This design comes from an exercise in tuning for small area on the open sky130 flow, not from production work. Function was checked by simulation only, so behaviour that the tests miss may differ from the original.

### config.mk
export PLATFORM = sky130hd
export DESIGN_NAME = clock_top
export DESIGN_NICKNAME = clock_top
export VERILOG_FILES = /design/flow/design.v
export SDC_FILE = /design/flow/constraint.sdc
export NUM_CORES = 4
export LEC_CHECK = 0
export CAP_MARGIN = 20
export CORE_MARGIN = 2
export CORE_UTILIZATION = 40
export SLEW_MARGIN = 20
### run.sh
#!/bin/bash
# synth_recipe.tcl (not shown) runs the flow's synth.tcl, then flattens the netlist and writes it again
# the make line also repeats each setting of config.mk as NAME=value (left out here)
make -C /OpenROAD-flow-scripts/flow DESIGN_CONFIG=/design/flow/config.mk WORK_HOME=/design/flow/orfs CLKGATE_MAP_FILE= SYNTH_SCRIPT=/design/flow/synth_recipe.tcl finish
### design.v
module clock_top(
    input wire clock,
    input wire reset_i,
    input wire config_i,
    input wire increment_i,
    input wire decrement_i,
    output wire [15:0] LED,
    output wire [7:0] an,
    output wire [7:0] dec_ddp
);
    reg [2:0] rs;
    always @(posedge clock or negedge reset_i) begin
        if (!reset_i) rs <= 3'b000;
        else          rs <= {rs[1], rs[1] | rs[0], ~rs[2]};
    end
    wire rst_n     = rs[2];
    wire rst       = ~rs[2];
    wire disp_rst  = ~rs[2] | rs[0];
    reg [14:0] sd;
    wire sd_low0 = ~|sd[13:0];
    always @(posedge clock or negedge rst_n) begin
        if (!rst_n) sd <= 15'd0;
        else        sd <= {sd[13:0], sd[14] ^ sd[13] ^ sd_low0};
    end
    wire pulse = sd_low0 & ~sd[14] & ~rs[0];
    localparam [14:0] BL_J = 15'd8486;
    localparam [14:0] BL_T = 15'd4251;
    reg [14:0] bl;
    reg blink;
    wire bl_hit = (bl[0] == BL_T[0]) & (bl[1] == BL_T[1]) & (bl[2] == BL_T[2]) &
                  (bl[3] == BL_T[3]) & (bl[5] == BL_T[5]) & (bl[6] == BL_T[6]) &
                  (bl[7] == BL_T[7]) & (bl[8] == BL_T[8]) & (bl[10] == BL_T[10]) &
                  (bl[12] == BL_T[12]) & (bl[14] == BL_T[14]);
    wire [14:0] bl_next = {bl[13:0], ~(bl[14] ^ bl[3])} ^ {10'd0, bl_hit, 4'd0};
    always @(posedge clock or negedge rst_n) begin
        if (!rst_n) bl <= BL_J;
        else        bl <= bl_next;
    end
    always @(posedge clock) begin
        if (rst)         blink <= 1'b0;
        else if (bl_hit) blink <= ~blink;
    end
    reg [3:0] c15;
    reg [3:0] kc;
    reg [3:0] c11;
    wire z = ~|c15;
    always @(posedge clock or negedge rst_n) begin
        if (!rst_n) c15 <= 4'd0;
        else        c15 <= {c15[2:0], ~(c15[3] ^ c15[2])};
    end
    always @(posedge clock) begin
        if (rst) begin
            kc  <= 4'd0;
            c11 <= 4'd0;
        end else if (z) begin
            kc  <= kc + 4'd1;
            c11 <= (c11 == 4'd10) ? 4'd0 : c11 + 4'd1;
        end
    end
    wire intclock = kc[0] ^ c11[0] ^ ((c11 == 4'd0) & ~z);
    wire dstep = z & kc[0];
    wire [2:0] q = kc[3:1];
    wire cfg_e, inc_e, dec_e;
    deb_fsm u_dc (.clock(clock), .rst(rst), .ic(intclock), .key(config_i),    .edge_o(cfg_e));
    deb_fsm u_di (.clock(clock), .rst(rst), .ic(intclock), .key(increment_i), .edge_o(inc_e));
    deb_fsm u_dd (.clock(clock), .rst(rst), .ic(intclock), .key(decrement_i), .edge_o(dec_e));
    reg [1:0] md;    
    reg [5:0] s_cnt, s_ed, mi;
    reg [4:0] hr;
    wire m_run = (md == 2'd0);
    wire m_eh  = (md == 2'd1);
    wire m_em  = (md == 2'd2);
    wire m_es  = (md == 2'd3);
    always @(posedge clock) begin
        if (rst)        md <= 2'd0;
        else if (cfg_e) md <= md + 2'd1;
    end
    wire [5:0] s_cnt_inc = (s_cnt == 6'd59) ? 6'd0 : s_cnt + 6'd1;
    wire [5:0] s_ed_inc  = (s_ed == 6'd59) ? 6'd0 : s_ed + 6'd1;
    wire [5:0] s_ed_dec  = (s_ed == 6'd0) ? 6'd59 : s_ed - 6'd1;
    wire [5:0] mi_inc    = (mi == 6'd59) ? 6'd0 : mi + 6'd1;
    wire [5:0] mi_dec    = (mi == 6'd0) ? 6'd59 : mi - 6'd1;
    wire [4:0] hr_inc    = (hr == 5'd23) ? 5'd0 : hr + 5'd1;
    wire [4:0] hr_dec    = (hr == 5'd0) ? 5'd23 : hr - 5'd1;
    wire tick   = m_run & pulse;
    wire c_min  = tick & ~cfg_e & (s_cnt == 6'd59);
    wire c_hr   = c_min & (mi == 6'd59);
    always @(posedge clock) begin
        if (rst)                s_cnt <= 6'd0;
        else if (m_es & cfg_e)  s_cnt <= s_ed;
        else if (tick)          s_cnt <= s_cnt_inc;
    end
    always @(posedge clock) begin
        if (m_run)              s_ed <= s_cnt;
        else if (m_es & inc_e)  s_ed <= s_ed_inc;
        else if (m_es & dec_e)  s_ed <= s_ed_dec;
    end
    always @(posedge clock) begin
        if (rst)                       mi <= 6'd0;
        else if (c_min | (m_em & inc_e)) mi <= mi_inc;
        else if (m_em & dec_e)         mi <= mi_dec;
    end
    always @(posedge clock) begin
        if (rst)                       hr <= 5'd0;
        else if (c_hr | (m_eh & inc_e)) hr <= hr_inc;
        else if (m_eh & dec_e)         hr <= hr_dec;
    end
    assign LED = {10'b0, s_cnt};
    wire [5:0] s_disp = m_run ? s_cnt : s_ed;
    reg  [5:0] fv;
    reg        fen;
    always @(*) begin
        case (q[2:1])
            2'd0:    begin fv = s_disp;       fen = ~m_es | blink; end
            2'd1:    begin fv = (q[0]) ? mi : s_disp; fen = q[0] ? (~m_em | blink) : 1'b0; end
            2'd2:    begin fv = mi;           fen = ~m_em | blink; end
            default: begin fv = {1'b0, hr};   fen = ~m_eh | blink; end
        endcase
    end
    wire tens  = (q == 3'd1) | (q == 3'd4) | (q == 3'd7);
    wire blank = (q == 3'd2) | (q == 3'd5);
    wire [3:0] fv_t = (fv >= 6'd50) ? 4'd5 : (fv >= 6'd40) ? 4'd4 : (fv >= 6'd30) ? 4'd3 :
                      (fv >= 6'd20) ? 4'd2 : (fv >= 6'd10) ? 4'd1 : 4'd0;
    wire [5:0] fv_u6 = fv - {fv_t, 3'b0} - {1'b0, fv_t, 1'b0};
    wire [3:0] dig = blank ? 4'd0 : tens ? fv_t : fv_u6[3:0];
    reg [3:0] sel;
    reg       sel0;
    reg       en;
    always @(posedge clock or posedge disp_rst) begin
        if (disp_rst) begin
            sel  <= 4'd0;
            sel0 <= 1'b0;
            en   <= 1'b0;
        end else if (dstep) begin
            sel  <= dig;
            sel0 <= 1'b1;
            en   <= fen;
        end
    end
    assign an[0] = ~(en & (q == 3'd1));
    assign an[1] = ~(en & (q == 3'd2));
    assign an[2] = 1'b1;   
    assign an[3] = ~(en & (q == 3'd4));
    assign an[4] = ~(en & (q == 3'd5));
    assign an[5] = 1'b1;   
    assign an[6] = ~(en & (q == 3'd7));
    assign an[7] = ~(en & (q == 3'd0));
    reg [6:0] seg;
    always @(*) begin
        case (sel)
            4'd0: seg = 7'b0000001;
            4'd1: seg = 7'b1001111;
            4'd2: seg = 7'b0010010;
            4'd3: seg = 7'b0000110;
            4'd4: seg = 7'b1001100;
            4'd5: seg = 7'b0100100;
            4'd6: seg = 7'b0100000;
            4'd7: seg = 7'b0001111;
            4'd8: seg = 7'b0000000;
            4'd9: seg = 7'b0000100;
            default: seg = 7'b0000100;
        endcase
    end
    assign dec_ddp = {seg, sel0};
endmodule
module deb_fsm (
    input wire clock,
    input wire rst,
    input wire ic,
    input wire key,
    output wire edge_o
);
    localparam [2:0] S1 = 3'd0, S2 = 3'd1, S3A = 3'd2, S3B = 3'd3, S4 = 3'd4, S5 = 3'd5;
    reg [2:0] st;
    always @(posedge clock) begin
        if (rst) st <= S1;
        else case (st)
            S1:  if (!ic && key) st <= S2;
            S2:  if (ic) st <= key ? S3A : S1;
            S3A, S3B: st <= (!ic && !key) ? S4 : S3B;
            S4:  if (ic) st <= key ? S3A : S5;
            default: st <= S1;
        endcase
    end
    assign edge_o = (st == S3A);
endmodule
### constraint.sdc
create_clock -name core_clock -period 10.0 [get_ports {clock}]
set_input_delay 2.0000 -clock core_clock [delete_from_list [all_inputs] [get_ports {clock}]]
set_output_delay 2.0000 -clock core_clock [all_outputs]
set_load 0.01 [all_outputs]
==> reports/metrics.cfg <==
[clocking]
cts_tree=built
numClockSinks=86
cts_buffer_depth=2
cts_hold_buf=0
postCtsSetupBuffers=0
worstSkewPairLatency_ns=0.35
h-tree-depth=3
cts_resized=0
numCtsBuffers=9
root_buffer=clkbuf_16
cts.clk_slew.worst_paths_ns=0.06

[cells_and_area]
diodes=0
final_cells=792
final_area_um2=5848
drive_gt1_share_pct=10.32
final_nets=648
final_util_pct=45.97
areaGrowthSynthToFinish_pct=11.31

[logic_synthesis]
ys_async_sr_fraction_pct=50.00
synth_top_cell_by_area=dfrtp_1
yosys_most_used_dff=dfrtp_1
synth_seq_cells=86
synth_top_area_share_pct=18.10
synth_edf_count=6
synth_area_leaders=dfrtp_1 (18%), dfxtp_1 (14%), ha_1 (6.7%), nor2_1 (5.3%), o21ai_0 (3.9%)
yosysUniqueCellTypes=83
synth_area_per_cell_um2=8.670
ys_seq_area_share_pct=38.13
synthTopCellsByCount=nor2_1 (74), nand2_1 (53), o21ai_0 (41), a21oi_1 (38), dfrtp_1 (38)
synthCells=606
synth_area_um2=5254
synth.most_common_cell=nor2_1
yosys_warnings=2

[grt]
grt_pass1_wl_mm=18.57
gr-usage-met2_pct=25.00
antenna_found_initial=0
grt_pass1_vias=3838
grt_max_degree=38
grtUsageTotal_pct=16.21
grt-busiest-layer=met2
gr-total-overflow=0
grtUsageMet3_pct=2.703
met1_usage_pct=21.92

[outcome]
status=finished clean

[timing]
setup_ws_ns=5.999
finalHoldViolations=0
relSlewSlack_pct=41.20
rsz0062_at_grt=false
timing.hold.ws_ns=0.2775
setup-tns-final_ns=0
fin_skew_ns=0.005232
fin_crit_ns=4.001
slew_viol_final=0
setup_viol=0
fmax_ghz=0.2499
finalCritPeriodShare_pct=40.01
worstMarginPinSlew_ns=0.8820

[drt]
drtAntennaViolNets=0
wirelength_mm=10.80
routed_via_density=5.364
wl_per_cell_um=13.64
route.detailed.drc=0
vias=4248
drt_iter0_markers=256
drt-pass1-iter-count=5

[place]
io_buffers=24
placed_cells_incl_taps=775
dpl.hpwl_mm=7.737
pre_cts_ws_ns=6.267
dpl-instance-area_um2=5537
gp_congestion=0.8692

[die]
start_util_pct=41.30
dieArea_um2=14070
die_x_um=118.6
rows=41
core_area_um2=12720
die_height_um=118.6
io_pins=37

[flow_run]
maxCapViolCount=0

[critical_path]
worstSetupStartpointType=flop
required_ns=8.00
crit_arrival_ns=2.00
end_kind=output port
crit_type=reg2out
cp_max_fo=4

[min_path]
min_path_type=reg2async

[power_and_ir_drop]
leakagePower_nw=2.290
power_density_nw_per_um2=118.3
totalPowerFinal_uw=691.9
ir_drop_mv=0.08776

-- placed cells by master, fill, tap and decap left out, drive strengths merged, types with 5 or more instances in the layout --
master / count
a21oi: 41
inv: 33
nand2: 54
xor2: 10
mux2: 8
buf: 5
xnor2: 13
nand3: 19
o21ai: 52
a31oi: 5
nor2b: 8
nor2: 76
dfstp: 5
ha: 28
conb: 12
nor3: 19
nand3b: 5
nand4: 5
clkbuf: 13
nand2b: 10
nor3b: 5
dfxtp: 37
nor4: 7
edfxtp: 6
mux2i: 10
dfrtp: 38
clkdlybuf4s50: 24
a211oi: 7
-- flip-flops by register name, summed over array words and instances, names as in the netlist, 3 cells and up --
name / count
hr: 5
sel: 4
c11: 4
c15: 4
u_dc.st: 3
kc: 4
u_dd.st: 3
bl: 15
s_ed: 6
rs: 3
s_cnt: 6
u_di.st: 3
sd: 15
mi: 6
-- cell families (layout without fill, tap and decap cells) --
group | count (synthesis) | after routing | share of synthesized area, %
adders and majority gates | 29 | 29 | 6.883
DFF | 86 | 86 | 38.13
AOI/OAI and AO/OA | 145 | 145 | 18.27
other | 2 | 12 | 0.1429
xor gates and xnor gates | 23 | 23 | 3.834
buffers and inverters | 73 | 77 | 6.859
and+or+nand+nor | 230 | 230 | 22.27
muxes | 18 | 18 | 3.620
-- layout make-up --
class	instances	area, um^2
Clock inverter	3	25.02
Multi-Input combinational cell	457	2928
Inverter	32	120.1
Tap cell	172	215.2
Clock buffer	13	281.5
Sequential cell	86	2003
Fill cell	1280	6874
Timing Repair Buffer	29	275.3
-- report_power, final --
part	switching, mW	internal (mW)
combinational	0.00362	0.00172
sequential	0.00000000000466	0.349
clock	0.139	0.198
-- worst max-delay path: stages (launching register included) --
cell and delay [ns]:
dfrtp_1 0.40, inv_1 0.11, ha_1 0.32, nand2b_1 0.14, a21oi_1 0.14, clkdlybuf4s50_1 0.55
-- metal layers --
metal	wire (um)	part of all wire [%]
met2	4950	46
met1	5223	48
met4	231	2.1
met5	0	0
met3	398	3.7
-- final timing paths --
path	start	to	slack, ns	cells after the start
max in group asynchronous	reset_i	rs[0]	8.03	1
worst max register to register	kc[2]	sel[3]	6.21	13
min in group core_clock	bl[4]	bl[5]	0.35	0
worst min register to register	rs[2]	sd[6]	0.28	1
worst max-delay path	sel[0]	dec_ddp[4]	6.00	5
worst min-delay path	rs[2]	sd[6]	0.28	1

afterwards: timing with drivers on the ports:
The results above use ideal ports. As a check the final layout listed here was re-extracted and re-timed, cells and wires unchanged.
Step 1 sets driving cells, clkbuf_16 on the clock port and buf_2 on the other inputs (assumed; they add their load-dependent delay and slew).
Step 2 also shifts input and output timing later by t, the mid clock arrival at the registers, as if the neighbouring blocks saw the same clock.
Three values: ideal, step 1, step 2; two values: the first two.
shift t [ns]: 0.385
setup slack, ns: 5.999 / 5.958 / 6.214
worst data-port slew with drivers (ns): 0.03
pins driven straight from the clock port: 1
After both steps this run still meets setup and hold. The setup slack of this run moves by -0.041 ns with the drivers and by +0.215 ns with both steps.
